This is an optimization exercise on Yosys and OpenROAD, whose aim is small area, not a production implementation. Function was checked by simulation only, so behaviour that the tests miss may differ from the original. The clock port is modelled as an ideal driver; clocking choices that lean on that would not hold on a real chip. Power and IR drop assume default switching activity.

### flow/design.v
`timescale 1ns / 1ps
module APB_top #(parameter
    size = 32,
    addr = 8
) (
    input                 clk_APB,
    input                 rst,
    input                 MIW,
    input                 MISEL,
    input  [size-1 : 0]   MIDATA,
    input  [addr-1 : 0]   MIADDR,
    output [size-1 : 0]   MODATA,
    output [size-1 : 0]   PRESCALAR
);
    reg ph_s, ph_a;
    reg [2:0] op;
    reg v1, v2, v3;
    reg [size-1:0] r0, r1, r2, r3, pwdat;
    wire hi = (MIADDR[addr-1:3] == 0);
    wire a0 = hi & (MIADDR[2:0] == 3'd0);
    wire we1 = ph_a & MIW & hi & (MIADDR[2:0] == 3'd1);
    wire we2 = ph_a & MIW & hi & (MIADDR[2:0] == 3'd2);
    wire we3 = ph_a & MIW & hi & (MIADDR[2:0] == 3'd3);
    wire rd_ok = !MIW & hi & (MIADDR[2:1] != 2'b11);
    wire [2:0] op_nxt = (rd_ok ? MIADDR[2:0] : {2'b11, MIW & a0}) ^ 3'b110;
    wire we0 = ph_a & (op == (3'd7 ^ 3'b110));
    always @(posedge clk_APB, negedge rst) begin
        if (!rst) begin
            ph_s <= 1'b0;
            ph_a <= 1'b0;
        end else begin
            ph_s <= MISEL & !ph_s;
            ph_a <= ph_s;
        end
    end
    always @(posedge clk_APB, negedge rst) begin
        if (!rst)
            op <= 3'd0;
        else if (ph_a)
            op <= op_nxt;
    end
    always @(posedge clk_APB, negedge rst) begin
        if (!rst) begin
            v1 <= 1'b0;
            v2 <= 1'b0;
            v3 <= 1'b0;
        end else begin
            v1 <= v1 | we1;
            v2 <= v2 | we2;
            v3 <= v3 | we3;
        end
    end
    always @(posedge clk_APB, negedge rst) begin
        if (!rst)
            r0 <= 'd0;
        else if (we0)
            r0 <= pwdat;
    end
    always @(posedge clk_APB) begin
        if (ph_a)
            pwdat <= MIDATA;
        if (we1)
            r1 <= MIDATA;
        if (we2)
            r2 <= MIDATA;
        if (we3)
            r3 <= MIDATA;
    end
    wire rd = ph_a & !MIW;
    wire s0 = rd & (op == (3'd0 ^ 3'b110));
    wire s1 = rd & (op == (3'd1 ^ 3'b110)) & v1;
    wire s2 = rd & (op == (3'd2 ^ 3'b110)) & v2;
    wire s3 = rd & (op == (3'd3 ^ 3'b110)) & v3;
    wire s4 = rd & (op == (3'd4 ^ 3'b110));
    wire s5 = rd & (op == (3'd5 ^ 3'b110));
    assign MODATA = ({size{s0}} & r0) | ({size{s1}} & r1) |
                    ({size{s2}} & r2) | ({size{s3}} & r3) |
                    ({size{s4}} & 32'hbababab4) | ({size{s5}} & 32'hcacacac5);
    assign PRESCALAR = r0;
endmodule
### flow/flow/run.sh
#!/bin/bash
# The standard layout (standard.sh) with three changes that only affect cell choice:
#  * synthesis is the standard synthesis script, but ABC maps the combinational
#    logic with an area-oriented script (flow/area.abc) instead of abc_speed;
#    flip-flop mapping, flattening and renaming are unchanged;
#  * port buffers are buf_1 instead of the buffer buffer_ports picks by default;
#  * CTS uses clkbuf_4 and inserts no dummy loads; flow/post_cts.tcl then
#    sizes each leaf buffer for the slew at its flip-flops.
set -euo pipefail
W=$PWD
sed "s#source \$::env(SCRIPTS_DIR)/synth.tcl#source $W/my_synth.tcl#" synth_recipe.tcl > my_synth_recipe.tcl
grep -q "source $W/my_synth.tcl" my_synth_recipe.tcl
sed "s#log_cmd abc {\*}\$abc_args#log_cmd abc -script $W/flow/area.abc {*}[lrange \$abc_args 2 end]#" \
    "$FLOW_HOME/scripts/synth.tcl" > my_synth.tcl
grep -q "flow/area.abc" my_synth.tcl
sed "s#SYNTH_SCRIPT=[^ ]*synth_recipe.tcl#SYNTH_SCRIPT=$W/my_synth_recipe.tcl#" standard.sh > my_standard.sh
grep -q "my_synth_recipe.tcl" my_standard.sh
export BUFFER_PORTS_ARGS="-buffer_cell sky130_fd_sc_hd__buf_1"
export CTS_ARGS="-sink_clustering_enable -repair_clock_nets -dont_use_dummy_load -buf_list {sky130_fd_sc_hd__clkbuf_4}"
export POST_CTS_TCL=$W/flow/post_cts.tcl
bash my_standard.sh > standard.log 2>&1
### flow/flow/area.abc
&get -n
&st
&dch -f
&nf -R 1000
&st
&syn2
&dch -f
&nf -R 1000
&put
### flow/flow/post_cts.tcl
set target 0.110
if { [info exists ::env(CLK_SLEW_TARGET)] } { set target $::env(CLK_SLEW_TARGET) }
set sizes {sky130_fd_sc_hd__clkbuf_2 sky130_fd_sc_hd__clkbuf_4 sky130_fd_sc_hd__clkbuf_8 sky130_fd_sc_hd__clkbuf_16}

proc leaf_max_slew { inst } {
  set net [[$inst findITerm X] getNet]
  set m 0
  foreach it [$net getITerms] {
    if { [$it isOutputSignal] } { continue }
    set p [get_pins [[$it getInst] getName]/[[$it getMTerm] getName]]
    set s [get_property $p slew_max]
    if { $s > $m } { set m $s }
  }
  return $m
}

set block [ord::get_db_block]
set leaves {}
foreach inst [$block getInsts] {
  if { ![string match sky130_fd_sc_hd__clkbuf_* [[$inst getMaster] getName]] } { continue }
  set net [[$inst findITerm X] getNet]
  if { $net eq "NULL" } { continue }
  if { [$net getSigType] ne "CLOCK" } { continue }
  set leaf 1
  foreach it [$net getITerms] {
    if { [$it isOutputSignal] } { continue }
    if { [string match *clkbuf* [[[$it getInst] getMaster] getName]] } { set leaf 0 }
  }
  if { $leaf } { lappend leaves $inst }
}
estimate_parasitics -placement
foreach inst $leaves {
  foreach sz $sizes {
    replace_cell [$inst getName] $sz
    estimate_parasitics -placement
    if { [leaf_max_slew $inst] <= $target } { break }
  }
  puts "post_cts: [$inst getName] -> $sz, estimated slew [leaf_max_slew $inst]"
}
detailed_placement
check_placement -verbose
estimate_parasitics -placement
### flow/standard.sh
#!/bin/bash
# synth_recipe.tcl (not shown) runs the flow's synth.tcl, then flattens the netlist and writes it again
# the make line also repeats each setting of config.mk as NAME=value (left out here)
make -C /OpenROAD-flow-scripts/flow DESIGN_CONFIG=/design/flow/config.mk WORK_HOME=/design/flow/orfs CLKGATE_MAP_FILE= SYNTH_SCRIPT=/design/flow/synth_recipe.tcl "${@:-finish}"
### flow/config.mk
export PLATFORM = sky130hd
export DESIGN_NAME = APB_top
export DESIGN_NICKNAME = APB_top
export VERILOG_FILES = /design/flow/design.v
export SDC_FILE = /design/flow/constraint.sdc
export NUM_CORES = 4
export LEC_CHECK = 0
export CAP_MARGIN = 20
export CORE_MARGIN = 2
export CORE_UTILIZATION = 60
export PLACE_DENSITY = 0.75
export SLEW_MARGIN = 20
### flow/constraint.sdc
create_clock -name core_clock -period 6.0 [get_ports {clk_APB}]
set_input_delay 1.2000 -clock core_clock [delete_from_list [all_inputs] [get_ports {clk_APB}]]
set_output_delay 1.2000 -clock core_clock [all_outputs]
set_load 0.01 [all_outputs]
==> results of run 1 <==
==> cell usage after synthesis <==
cell type,n
a21oi_1,26
a222oi_1,32
and2_0,2
and3_1,2
and3b_1,1
and4_1,1
and4b_1,2
clkinv_1,3
dfrtp_1,40
edfxtp_1,128
mux2_1,32
nand2_1,44
nor2_1,3
nor2b_1,1
nor3_1,2
nor4_1,1
nor4b_1,2
o22ai_1,1
o32ai_1,2
or2_0,3
or3_1,1
==> final timing paths <==
path	start	endpoint	slack, ns	cells after the start
max	ph_a	MODATA[26]	1.41	7
min	ph_s	ph_a	0.39	0
max reg2reg	ph_a	r1[19]	3.29	3
min reg2reg	ph_s	ph_a	0.39	0
max in group asynchronous	rst	ph_a	4.80	2
min in group asynchronous	rst	r0[12]	0.74	2
==> worst max-delay path, cell delays in order (launching register included) <==
cell and delay, ns:
dfrtp_2 1.03, nand2_1 0.26, nor2_1 0.20, and3_1 0.58, buf_4 0.37, a222oi_1 0.15, nand2_1 0.10, buf_1 0.15
==> through the flow <==
step	setup WS (ns)	total power [mW]	hold WS, ns	utilization [%]	cell area, um^2
3_5_place_dp	1.90	1.47	0.372	68.4	6650
6_report	1.41	1.93	0.385	70.2	6830
3_3_place_gp	1.96	1.46	0.363	68.4	6650
2_1_floorplan	0.828	1.40	0.354	-	5990
5_1_grt	1.16	2.00	0.406	70.2	6830
==> registers in the layout, summed over array words and instances (netlist names), 3 cells and up <==
| name | flops |
|---|---|
| pwdat | 32 |
| r0 | 32 |
| r1 | 32 |
| r2 | 32 |
| r3 | 32 |
| op | 3 |
==> where the power goes <==
part	leakage [nW]	switching, mW	internal, mW	total [mW]
clock	0.0963	0.312	0.178	0.490
combinational	0.721	0.0606	0.0388	0.0993
sequential	1.70	0.0394	1.30	1.34
==> metal layers <==
layer	vias to the layer above	routed length (um)	global-route usage [%]
met2	170	6290	39.0
met5	-	0	0
met3	17	846	5.76
met1	1783	5090	31.2
li1	1604	-	-
met4	0	159	9.46
==> area by class of cell <==
cell class | count | area (um^2)
flip-flops and latches | 168 | 4850
multi-input cells | 158 | 1170
fillers | 702 | 2900
inverters | 3 | 11.3
repair buffers | 115 | 463
clock buffers | 17 | 171
well taps | 133 | 166
==> cell families (layout without fill, tap and decap cells) <==
group | count (synthesis) | in the layout | share of synthesized area (%)
DFF | 168 | 168 | 80.8
buffers and inverters | 3 | 135 | 0.188
muxes | 32 | 32 | 6.01
and+or+nand+nor | 65 | 65 | 5.07
AOI/OAI and AO/OA | 61 | 61 | 7.91
==> results by group, run 1 <==
Run status
  – Status: no timing/DRC/antenna violations

Worst setup path
  – Setup CP Type: register to primary output
  – Crit start category: register
  – Worst Path Max Fanout: 40
  – Crit end category: primary output
  – CP Data Required Time: 4.80 ns
  – Critical Path AT: 3.39 ns

Placed design
  – Placed Instances: 577
  – DP HPWL: 7200 um
  – Port Buffers: 107
  – RePlAce Congestion: 0.756

Floorplan
  – Core area: 0.00973 mm^2
  – Die X: 104 um
  – Starting Density: 61.6%
  – Die outline area: 0.0108 mm^2
  – FP Rows: 36
  – Die Y: 104 um
  – Top-Level Pins: 108

Route
  – Final wirelength: 12400 um
  – Post-DR vias/cell: 6.02
  – Drt drc: 0
  – Number of DRC markers in iteration 0: 322
  – Post-detailed-route count of antenna-violating nets: 0
  – DR pass1 iterations: 6
  – Via count: 3574
  – WL/cell: 20.8 um

Timing
  – Final setup fails: 0
  – Worst rel slew slack: 28.0%
  – Worst-Margin Slew: 1.08 ns
  – FMAX: 218 MHz
  – Min Tclk post-route: 4.59 ns
  – RSZ-0062 raised after global routing: no
  – Hold Vio Cnt, Final: 0
  – Final Skew: 0.0294 ns
  – Final period util: 76.4%
  – Fin. max-slew vios: 0
  – Setup TNS: 0 ns

Layout
  – Diode count: 0
  – Fin nets: 507
  – Layout cells sized above 1: 7.38%
  – Number of non-filler instances in the completed layout: 594
  – Area grow syn2layout: 13.9%
  – Most common cell after layout, fill and taps aside: edfxtp_1
  – Most frequent cells in the layout: edfxtp_1, buf_1, nand2_1

Global route
  – Grt ovf: 0
  – Largest net degree at the start of global routing: 41
  – Initial antenna violation count: 0
  – Number of global-route vias before repair: 3733
  – Tot GR Track Use: 23.8%
  – Global-route wire length before repair: 19300 um

Logic synthesis
  – Synth Warn #: 1
  – Post-synthesis cell type count: 21
  – Yosys top cell area share: 64.1%
  – Post-synthesis sequential area ratio: 80.8%
  – Mean post-synth cell area: 18.2 um^2
  – Post-synth top area cell: edfxtp_1
  – #FFs+latches synth: 168
  – Cell Area, Synth: 0.00599 mm^2
  – Syn nets: 373
  – Largest cells by area after synthesis: edfxtp_1, dfrtp_1, mux2_1
  – Synth Instances: 329

Run
  – Max Cap Viol: 0

Pwr
  – Pwr/cell area: 283 mW/mm^2
  – Leak: 2.52 nW
  – Max VDD drop: 151 uV

CTS
  – Clock Latency Late Sink: 0.55 ns
  – Clk slew on worst S/H paths: 0.08 ns
  – CTS tree: done
  – TritonCTS sink count: 168

Worst hold path
  – Hold Crit Class: register to register
==> run 2, diff against run 1 <==
--- a/flow/config.mk
+++ b/flow/config.mk
@@ -8,5 +8,5 @@
 export CAP_MARGIN = 20
 export CORE_MARGIN = 2
-export CORE_UTILIZATION = 60
-export PLACE_DENSITY = 0.75
+export CORE_UTILIZATION = 70
+export PLACE_DENSITY = 0.8
 export SLEW_MARGIN = 20
==> run 2 against run 1 <==
Net effect:
- worst setup slack got worse by 0.052 ns
- final cell count is 4.4% lower
- hold slack better by 0.017 ns
- clock skew up 0.0021 ns
- register-to-register slack improved by 0.15 ns
- die area down 14%
- flip-flop and latch count stayed put
- via count increased by 2.7%
- count of clock-buffer cells in the layout is the same
==> results by group, run 2 <==
Logic synthesis
  – XOR/XNOR Fraction of Synth Area: 0%
  – Synth Area in Adders: 0%
  – Largest family of logic cells by synthesized area: compound AO/OA/AOI/OAI gates
  – Largest cells by area after synthesis: edfxtp_1, dfrtp_1, mux2_1
  – Post-synthesis compound-gate area fraction: 7.91%
  – Synth top cells by count: edfxtp_1, nand2_1, dfrtp_1
  – FFs w/ async S/R, synth: 23.8%
  – Post-synthesis cell type count: 21
  – Mean post-synth cell area: 18.2 um^2
  – Synth Instances: 329
  – #FFs+latches synth: 168
  – Post-synthesis mux area share: 6.01%
  – Post-synth top area cell: edfxtp_1
  – Syn nets: 373
  – Most frequent cell after synthesis: edfxtp_1
  – Post-Synth Simple-Gate Area: 5.07%
  – Post-synthesis sequential area ratio: 80.8%
  – Ys flop type: edfxtp_1
  – Post-synth EDFFs: 128
  – Yosys top cell area share: 64.1%
  – Cell Area, Synth: 0.00599 mm^2
  – Synth Warn #: 1

Route
  – Drt drc: 0
  – Final wirelength: 12300 um
  – Via count: 3671
  – Post-detailed-route count of antenna-violating nets: 0
  – Post-DR vias/cell: 6.46
  – Number of DRC markers in iteration 0: 448
  – DR pass1 iterations: 6
  – WL/cell: 21.6 um

Worst hold path
  – Hold Crit Class: register to register

Placed design
  – DP HPWL: 7340 um
  – Placed Instances: 549
  – RePlAce Congestion: 0.769
  – Port Buffers: 107
  – Pre-CTS setup slack: 1.81 ns

Worst setup path
  – Crit end category: primary output
  – Worst Setup EP: MODATA[6]
  – Critical Path AT: 3.44 ns
  – Setup CP Type: register to primary output
  – CP Data Required Time: 4.80 ns
  – Crit start category: register
  – Flop2flop setup slack: 3.44 ns
  – Crit Reg-Reg Endpoint: r0[7]
  – R2R Path Start: ph_a
  – Crit path from: ph_a
  – R2r worst-path depth: 2
  – Worst Path Max Fanout: 40

Global route
  – Grt ovf: 0
  – Global-route wire length before repair: 18500 um
  – Initial antenna violation count: 1
  – Tot GR Track Use: 28.3%
  – Largest net degree at the start of global routing: 41
  – Number of global-route vias before repair: 3655

Pwr
  – Max VDD drop: 187 uV
  – Total power: 1.91 mW
  – Leak: 2.53 nW
  – Pwr/cell area: 280 mW/mm^2

Timing
  – RSZ-0062 raised after global routing: no
  – Setup TNS: 0 ns
  – Hold Vio Cnt, Final: 0
  – Worst-Margin Slew: 0.979 ns
  – Final Skew: 0.0314 ns
  – Final period util: 77.3%
  – Final setup margin: 1.36 ns
  – Min Tclk post-route: 4.64 ns
  – FMAX: 216 MHz
  – Fin. max-slew vios: 0
  – Worst rel slew slack: 34.8%
  – Final setup fails: 0

Layout
  – Area grow syn2layout: 13.7%
  – Fillers: 436
  – Most common cell after layout, fill and taps aside: edfxtp_1
  – Fin nets: 508
  – Post-Route Utilization: 82.5%
  – Most frequent cells in the layout: edfxtp_1, buf_1, nand2_1
  – Layout cells sized above 1: 7.58%
  – Number of non-filler instances in the completed layout: 568

Floorplan
  – FP Rows: 33
  – Die X: 96.5 um
  – Top-Level Pins: 108
  – Die outline area: 0.00932 mm^2
  – Core area: 0.00826 mm^2
  – Die Y: 96.5 um
  – Starting Density: 72.6%

CTS
  – CTS tree: done
  – TritonCTS sink count: 168
  – Clock Latency Late Sink: 0.53 ns
  – Clk slew on worst S/H paths: 0.08 ns

Run
  – Max Cap Viol: 0

Run status
  – Status: no timing/DRC/antenna violations
## run 2: cell counts after synthesis
No cell type changed its count.
## run 2: critical path, cell delays in order, from the launching register on
cell	delay, ns
dfrtp_2	1.00
nand2_1	0.27
nor2_1	0.20
and4b_1	0.70
buf_4	0.37
a222oi_1	0.13
nand2_1	0.08
buf_1	0.16
## run 2: routing by layer
layer  share of wire (%)  GRT usage (%)  up-vias
li1                    -              -     1605
met1                  38           36.9     1808
met2                  51           45.9      234
met3                 9.4           5.82       24
met4                 2.2           14.8        0
met5                   0              0        -
## run 2: stage by stage
step                hold WS [ns]  instance area [um^2]
finish                     0.402                  6810
global route               0.408                  6810
detailed placement         0.378                  6630
global placement           0.375                  6630
floorplan                  0.354                  5990
## run 2: power by group
| part | total, mW | internal, mW | switching [mW] |
|---|---|---|---|
| combinational | 0.0989 | 0.0389 | 0.0600 |
| sequential | 1.34 | 1.30 | 0.0391 |
| clock | 0.467 | 0.158 | 0.310 |
## run 2: area by class of cell
class	instances	area, um^2	share of cell area [%]
Multi-Input combinational cell	158	1170	17.1
Tap cell	105	131	1.93
Antenna cell	1	2.50	0.0367
Clock buffer	17	153	2.24
Timing Repair Buffer	116	503	7.38
Sequential cell	168	4850	71.1
Inverter	3	11.3	0.165
## run 2: cells by family after synthesis
| logic type | after synthesis |
|---|---|
| buffers and inverters | 3 |
| AOI/OAI and AO/OA | 61 |
| DFF | 168 |
| muxes | 32 |
| and+or+nand+nor | 65 |
## run 2: worst min-delay path by stage
stage	from	end	cells past startpoint
global placement	ph_s	ph_a	0
finish	ph_s	ph_a	0
floorplan	ph_s	ph_a	0
global route	ph_s	ph_a	0
detailed placement	ph_s	ph_a	0

==> afterwards: timing with drivers on the ports <==
How much do the figures lean on ideal ports? The routed layouts below were timed once more, with nothing changed but the port constraints. Step 1, drivers: a clkbuf_16 drives clk_APB and a buf_2 each remaining input, both assumed. Step 2 adds t to the input delays and takes it off the output delays; t is the mean of the earliest and latest rising clock arrival at the registers after step 1. Input paths then give back, and output paths get back, about the clock's delay inside the block. a / b / c = ideal ports / drivers / drivers and shift; a / b = the first two.
run	t (ns)	setup slack, ns	latest minus earliest clock arrival (ns)
run 1	0.567	1.414 / 1.380 / 1.836	0.034 / 0.034
run 2	0.549	1.361 / 1.326 / 1.763	0.038 / 0.038
After both steps every run listed still meets setup and hold.
